What follows belongs to an exercise in optimizing a design on an open flow for small area, a short achievable clock period and few clock cycles; a production flow would make more cautious choices.
In this exercise RTL edits were held to simulation tests only and were not proved equivalent to the original.

==> design/flow/design.v <==
`timescale 1ns/1ps
module tx_rnd (
  input  logic signed [17:0] s,
  output logic signed [15:0] y
);
  logic signed [33:0] m;
  logic signed [33:0] r;
  always_comb begin
    m = s * 34'sd23170;
    r = m + (s[17] ? -34'sd16384 : 34'sd16384);
    if (s >= 18'sd46342)       y = 16'sd32767;
    else if (s <= -18'sd46342) y = -16'sd32768;
    else                       y = r[30:15];
  end
endmodule
module tx_path (
  input  logic        clk,
  input  logic        rst_n,
  input  logic        cfg_qpsk,
  input  logic        cfg_bypass,
  input  logic        in_valid,
  output logic        in_ready,
  input  logic [7:0]  in_data,
  input  logic        in_last,
  output logic        out_valid,
  input  logic        out_ready,
  output logic [31:0] out_data,
  output logic        out_last
);
  logic qpsk;                          
  assign qpsk = cfg_qpsk & ~cfg_bypass;
  logic [7:0] cur;
  logic [3:0] ccnt;                    
  logic       clast;
  logic [7:0] nxt;
  logic       nv, nlast;
  logic signed [15:0] pI, pQ;
  logic               ov, olast;
  assign in_ready  = ~nv;
  assign out_valid = ov;
  assign out_data  = {pI, pQ};
  assign out_last  = olast;
  logic adv, cur_free, acc;
  assign adv      = (ccnt != 4'd0) & (~ov | out_ready);
  assign cur_free = (ccnt == 4'd0) | (adv & (ccnt == 4'd1));
  assign acc      = in_valid & ~nv;
  logic b0, b1;
  assign b0 = cur[0];
  assign b1 = cur[1];
  logic signed [17:0] eI, eQ, sI, sQ;
  always_comb begin
    eI = pI;
    eQ = pQ;
    sI = (b0 ? -eI : eI) + (b1 ? eQ : -eQ);
    sQ = (b1 ? -eI : eI) + (b0 ? -eQ : eQ);
  end
  logic signed [15:0] qI, qQ;
  tx_rnd u_rI (.s(sI), .y(qI));
  tx_rnd u_rQ (.s(sQ), .y(qQ));
  logic signed [15:0] nI, nQ;
  always_comb begin
    if (qpsk) begin
      nI = qI;
      nQ = qQ;
    end else if (b0) begin
      nI = -pI;
      nQ = -pQ;
    end else begin
      nI = pI;
      nQ = pQ;
    end
  end
  always_ff @(posedge clk or negedge rst_n) begin
    if (!rst_n) begin
      pI    <= 16'sd32767;
      pQ    <= 16'sd0;
      ov    <= 1'b0;
      olast <= 1'b0;
      ccnt  <= 4'd0;
      clast <= 1'b0;
      nv    <= 1'b0;
      nlast <= 1'b0;
    end else begin
      if (adv) begin
        pI    <= nI;
        pQ    <= nQ;
        ov    <= 1'b1;
        olast <= clast & (ccnt == 4'd1);
      end else if (out_ready) begin
        ov    <= 1'b0;
      end
      if (cur_free) begin
        if (nv) begin
          ccnt  <= qpsk ? 4'd4 : 4'd8;
          clast <= nlast;
        end else if (acc) begin
          ccnt  <= qpsk ? 4'd4 : 4'd8;
          clast <= in_last;
        end else begin
          ccnt  <= 4'd0;
        end
      end else if (adv) begin
        ccnt <= ccnt - 4'd1;
      end
      if (cur_free & nv) nv <= 1'b0;
      else if (acc & ~cur_free) begin
        nv    <= 1'b1;
        nlast <= in_last;
      end
    end
  end
  always_ff @(posedge clk) begin
    if (cur_free & nv)       cur <= nxt;
    else if (cur_free & acc) cur <= in_data;
    else if (adv)            cur <= qpsk ? {2'b00, cur[7:2]} : {1'b0, cur[7:1]};
    if (acc & ~cur_free) nxt <= in_data;
  end
endmodule
`timescale 1ns/1ps
module rx_path (
  input  logic        clk,
  input  logic        rst_n,
  input  logic        cfg_qpsk,
  input  logic        cfg_bypass,
  input  logic        in_valid,
  output logic        in_ready,
  input  logic [31:0] in_data,
  input  logic        in_last,
  output logic        out_valid,
  input  logic        out_ready,
  output logic [7:0]  out_data,
  output logic        out_last
);
  logic qpsk;                          
  assign qpsk = cfg_qpsk & ~cfg_bypass;
  logic signed [15:0] yI, yQ, pI, pQ;
  logic               v1, l1;
  logic               rdy;
  logic               acc;
  assign in_ready = rdy;
  assign acc      = in_valid & rdy;
  logic signed [31:0] re, im;
  always_comb begin
    re = yI * pI + yQ * pQ;
    im = yQ * pI - yI * pQ;
  end
  logic signed [15:0] npI, npQ;
  assign npI = -pI;
  assign npQ = -pQ;
  logic y_p1, y_m1, y_pj, y_mj;
  assign y_p1 = (yI ==  16'sd32767) && (yQ == 16'sd0);
  assign y_m1 = (yI == -16'sd32767) && (yQ == 16'sd0);
  assign y_pj = (yI == 16'sd0) && (yQ ==  16'sd32767);
  assign y_mj = (yI == 16'sd0) && (yQ == -16'sd32767);
  logic b0, b1;
  always_comb begin
    if (y_p1)      begin b0 = pI[15];  b1 = npQ[15]; end
    else if (y_m1) begin b0 = npI[15]; b1 = pQ[15];  end
    else if (y_pj) begin b0 = pQ[15];  b1 = pI[15];  end
    else if (y_mj) begin b0 = npQ[15]; b1 = npI[15]; end
    else           begin b0 = re[31];  b1 = im[31];  end
  end
  logic [7:0] pk;                      
  logic [3:0] fill;                    
  logic       plast;
  logic [7:0] ob;
  logic       obv, oblast;
  assign out_valid = obv;
  assign out_data  = ob;
  assign out_last  = oblast;
  logic [3:0] K;
  assign K = qpsk ? 4'd2 : 4'd1;
  logic [7:0] pk_sh;
  assign pk_sh = qpsk ? {b1, b0, pk[7:2]} : {b0, pk[7:1]};
  logic obfree, pend, done;
  assign obfree = ~obv | out_ready;
  assign pend   = (fill == 4'd8);
  assign done   = v1 & (fill + K == 4'd8);
  logic [3:0] fill_n;
  logic       obv_n, plast_n, oblast_n, ob_load;
  always_comb begin
    fill_n   = fill;
    obv_n    = obv & ~out_ready;
    plast_n  = plast;
    oblast_n = oblast;
    ob_load  = 1'b0;
    if (pend) begin
      if (obfree) begin
        ob_load  = 1'b1;
        obv_n    = 1'b1;
        oblast_n = plast;
        fill_n   = v1 ? K : 4'd0;
        plast_n  = v1 & l1;
      end
    end else if (v1) begin
      if (done) begin
        if (obfree) begin
          ob_load  = 1'b1;
          obv_n    = 1'b1;
          oblast_n = plast | l1;
          fill_n   = 4'd0;
          plast_n  = 1'b0;
        end else begin
          fill_n   = 4'd8;
          plast_n  = plast | l1;
        end
      end else begin
        fill_n  = fill + K;
        plast_n = plast | l1;
      end
    end
  end
  logic [4:0] occ_n;
  assign occ_n = (acc ? {1'b0, K} : 5'd0) + {1'b0, fill_n} + (obv_n ? 5'd8 : 5'd0);
  always_ff @(posedge clk or negedge rst_n) begin
    if (!rst_n) begin
      yI     <= 16'sd32767;
      yQ     <= 16'sd0;
      v1     <= 1'b0;
      l1     <= 1'b0;
      rdy    <= 1'b1;
      fill   <= 4'd0;
      plast  <= 1'b0;
      obv    <= 1'b0;
      oblast <= 1'b0;
    end else begin
      v1 <= acc;
      if (acc) begin
        yI <= in_data[31:16];
        yQ <= in_data[15:0];
        l1 <= in_last;
      end
      rdy    <= (occ_n + {1'b0, K}) <= 5'd16;
      fill   <= fill_n;
      plast  <= plast_n;
      obv    <= obv_n;
      oblast <= oblast_n;
    end
  end
  always_ff @(posedge clk) begin
    if (acc) begin
      pI <= yI;
      pQ <= yQ;
    end
    if (v1 & ~(pend & ~obfree)) pk <= pk_sh;
    if (ob_load) ob <= pend ? pk : pk_sh;
  end
endmodule
`timescale 1ns/1ps
module dpsk_modem (
  input  logic        clk,
  input  logic        rst_n,
  input  logic        cfg_qpsk,      
  input  logic        cfg_bypass,    
  input  logic        tx_in_valid,
  output logic        tx_in_ready,
  input  logic [7:0]  tx_in_data,
  input  logic        tx_in_last,
  output logic        tx_out_valid,
  input  logic        tx_out_ready,
  output logic [31:0] tx_out_data,
  output logic        tx_out_last,
  input  logic        rx_in_valid,
  output logic        rx_in_ready,
  input  logic [31:0] rx_in_data,
  input  logic        rx_in_last,
  output logic        rx_out_valid,
  input  logic        rx_out_ready,
  output logic [7:0]  rx_out_data,
  output logic        rx_out_last
);
  tx_path u_tx (
    .clk       (clk),
    .rst_n     (rst_n),
    .cfg_qpsk  (cfg_qpsk),
    .cfg_bypass(cfg_bypass),
    .in_valid  (tx_in_valid),
    .in_ready  (tx_in_ready),
    .in_data   (tx_in_data),
    .in_last   (tx_in_last),
    .out_valid (tx_out_valid),
    .out_ready (tx_out_ready),
    .out_data  (tx_out_data),
    .out_last  (tx_out_last)
  );
  rx_path u_rx (
    .clk       (clk),
    .rst_n     (rst_n),
    .cfg_qpsk  (cfg_qpsk),
    .cfg_bypass(cfg_bypass),
    .in_valid  (rx_in_valid),
    .in_ready  (rx_in_ready),
    .in_data   (rx_in_data),
    .in_last   (rx_in_last),
    .out_valid (rx_out_valid),
    .out_ready (rx_out_ready),
    .out_data  (rx_out_data),
    .out_last  (rx_out_last)
  );
endmodule
==> design/flow/run.sh <==
#!/bin/bash
# synth_recipe.tcl (not shown) runs the flow's synth.tcl, then flattens the netlist and writes it again
# the make line also repeats each setting of config.mk as NAME=value (left out here)
make -C /OpenROAD-flow-scripts/flow DESIGN_CONFIG=/design/flow/config.mk WORK_HOME=/design/flow/orfs CLKGATE_MAP_FILE= SYNTH_SCRIPT=/design/flow/synth_recipe.tcl finish
==> design/flow/config.mk <==
export PLATFORM = sky130hd
export DESIGN_NAME = dpsk_modem
export DESIGN_NICKNAME = dpsk_modem
export VERILOG_FILES = /design/flow/design.v
export SDC_FILE = /design/flow/constraint.sdc
export NUM_CORES = 4
export LEC_CHECK = 0
export CAP_MARGIN = 20
export CORE_MARGIN = 2
export CORE_UTILIZATION = 40
export SLEW_MARGIN = 20
==> design/flow/constraint.sdc <==
create_clock -name core_clock -period 14.0 [get_ports {clk}]
set_input_delay 2.8000 -clock core_clock [delete_from_list [all_inputs] [get_ports {clk}]]
set_output_delay 2.8000 -clock core_clock [all_outputs]
set_load 0.01 [all_outputs]
==> notes.md <==
cells in the mapped netlist, types with 34 or more instances:
| master | number | area share (%) |
|---|---|---|
| fa_1 | 1284 | 44 |
| a21o_1 | 49 | 0.63 |
| a21oi_1 | 121 | 1.0 |
| nand3_1 | 38 | 0.33 |
| dfrtp_1 | 52 | 2.2 |
| mux2_2 | 34 | 0.66 |
| edfxtp_1 | 64 | 3.3 |
| nor3_1 | 51 | 0.44 |
| clkbuf_1 | 265 | 1.7 |
| nand2b_1 | 70 | 0.76 |
| xor2_1 | 60 | 0.91 |
| o21ai_0 | 93 | 0.80 |
| and2_1 | 381 | 4.1 |
| a31oi_1 | 35 | 0.38 |
| ha_1 | 616 | 13 |
| nand2_1 | 768 | 5.0 |
| inv_1 | 1349 | 8.7 |
| nor2_1 | 174 | 1.1 |
| xnor2_1 | 163 | 2.5 |
final cells by class:
type	instances	area, sq um	area share (%)
Tap cell	1903	2380	3.87
Sequential cell	147	4040	6.56
Clock inverter	15	186	0.303
Clock buffer	17	425	0.691
Timing Repair Buffer	192	1710	2.78
Multi-Input combinational cell	4364	47700	77.5
Inverter	1351	5080	8.24
Antenna cell	2	5.00	0.00813
sequential cells by signal (all words and copies together) (netlist names), 8 cells and up:
signal,flops
u_rx.pQ,16
u_tx.pI,16
u_rx.yQ,16
u_rx.pI,16
u_rx.yI,16
u_rx.ob,8
u_tx.nxt,8
u_tx.pQ,16
u_tx.cur,8
u_rx.pk,8
final timing paths:
path / cells past startpoint / endpoint / slack [ps] / start
worst min-delay path: 2 / u_tx.clast$_DFFE_PN0P_ / 490 / u_tx.clast$_DFFE_PN0P_
worst max-delay path: 38 / u_tx.pQ[14]$_DFFE_PN0P_ / 3220 / u_tx.pI[1]$_DFFE_PN1P_
worst min register to register: 2 / u_tx.clast$_DFFE_PN0P_ / 490 / u_tx.clast$_DFFE_PN0P_
worst max register to register: 38 / u_tx.pQ[14]$_DFFE_PN0P_ / 3220 / u_tx.pI[1]$_DFFE_PN1P_
min in group asynchronous: 1 / u_rx.oblast$_DFFE_PN0P_ / 2260 / rst_n
max in group asynchronous: 2 / u_rx.yQ[3]$_DFFE_PN0P_ / 10430 / rst_n
cells by family (layout without fill, tap and decap cells):
group | count (synthesis) | after routing | synth area share (%)
AO/OA/AOI/OAI | 543 | 543 | 6.61
other | 0 | 2 | 0
AND/OR/NAND/NOR | 1651 | 1651 | 13.8
buffers and inverters | 1646 | 1575 | 10.7
flip-flops | 147 | 147 | 6.96
multiplexers | 42 | 42 | 0.798
XOR/XNOR | 227 | 227 | 3.50
adder cells (fa/ha/maj) | 1901 | 1901 | 57.6
worst max-delay path, delay by kind of cell (launching register included):
kind / cells / cell delay [ps]
flops: 1 / 400
simple gates: 16 / 3870
compound gates: 5 / 1350
fa+ha+maj: 10 / 3800
xor+xnor: 3 / 390
buf+inv: 4 / 860
metrics by stage:
stage	instances	hold slack, ps
2_1_floorplan	6157	423
3_3_place_gp	7953	463
3_5_place_dp	7956	473
4_1_cts	7988	490
5_1_grt	7989	524
6_report	7991	487
layer usage:
metal / GRT usage [%] / wire, microns
met1: 30.7 / 67400
met2: 39.3 / 79100
met3: 3.57 / 11100
met4: 6.81 / 5270
met5: 0 / 13
==> out/results.ini <==
[run_status]
status = timing/DRC/antenna clean

[route]
first_pass_iters = 6
wl_microns = 163000
ant_nets = 0
drt-wirelength-per-cell_microns = 20.4
dr.first_iter.drc_count = 2776
viasPerCell = 5.27
drc = 0
vias = 42134

[setup_path]
critPathArrivalTime_ps = 11210
required_ps = 14440
worst-path-max-fanout = 23
crit_slowest_cell = inv_1
slowest_delay_ps = 590
critPathKind = flip-flop to flip-flop
endpoint_kind = flip-flop
cp-start-kind = flip-flop
cpMostUsedCell = ha_1

[sta]
hold_viol = 0
setup_ws_ps = 3220
fin_skew_ps = 23.7
fin_crit_sh_pct = 77.0
slew_headroom_pct = 25.5
fin_setup_tns_ps = 0
drv_slew = 0
setup_viol = 0
min_period_ps = 10780
rsz0062_at_grt = no
clock.fmax_mhz = 92.8
tightestPinTransition_ps = 1120

[yosys]
synth-warning-count = 3
synth_edf_count = 64
syn_nets = 8107
async_flop_share_pct = 56.5
synth_area_sq_um = 58000
ys_seq_elements = 147
synth_seq_area_share_pct = 6.96
ys_types = 109
synthFlopType = edfxtp_1
postSynthCellCount = 6157
syn_avg_cell_area_sq_um = 9.42

[clocking]
cts_tree = yes
cts_root_buf = clkbuf_16
worstSkewPairLatency_ps = 560
h-tree-depth = 4
ctsHoldBuffers = 0
post_cts_buffers = 0
clk_pin_slew_ps = 80
clock_tree.buffer_depth = 2
clock-sinks = 147
cts.repair.resized = 0
numCtsBuffers = 17

[die]
die_w_microns = 385
initial_core_util_pct = 40.3
core_area_sq_um = 144000
die_y_microns = 385
rows = 139
die_area_sq_um = 148000
ioPinCount = 96

[grt]
grtUsageTotal_pct = 23.2
grt_max_degree = 51
grt_pass1_vias = 45837
grt_pass1_wl_microns = 264000
antenna_found_initial = 8
overflow = 0

[placed_design]
place_ws_ps = 3320
dpl_cell_area_sq_um = 60900
gp_congestion = 0.912
portBuffers = 95
hpwl_microns = 126000

[finish]
layout-drive-gt1-share_pct = 4.35
stdcell_area_sq_um = 61600
fillers = 14130
final_common_cell = inv_1
fin_nets = 8023
syn2layout_area_growth_pct = 6.17
final_cell_mix = inv_1, fa_1, nand2_1, ha_1, and2_1
fin_util_pct = 42.8

[run]
cap_violations = 0

[worst_hold_path]
hp-class = flip-flop to flip-flop

Testbench counts, summed over its fixed seeds: cycles 2,336.

[separate check: timing with driven ports]
How much do the figures lean on ideal ports? The routed layout below was timed once more, with nothing changed but the port constraints.
Step 1: set_driving_cell puts a clkbuf_16 on clk and a buf_2 on each other input, an assumption about the parent block.
Step 2 moves the port delays by t, midway between the first and last clock arrival at a register: inputs arrive t later, outputs are due t later. That takes back most of the time a late clock gives input paths.
Three values: ideal, step 1, step 2; two values: the first two.
t, ns: 0.607
slack for setup (ns): 3.222 / 3.222 / 3.222
slew at the worst register clock pin (ns): 0.10 / 0.10
worst slew at a driven data input, ns: 0.14
After both steps setup and hold are still met in this run. The setup slack of this run moves by 0.000 ns with the drivers and by 0.000 ns with both steps.
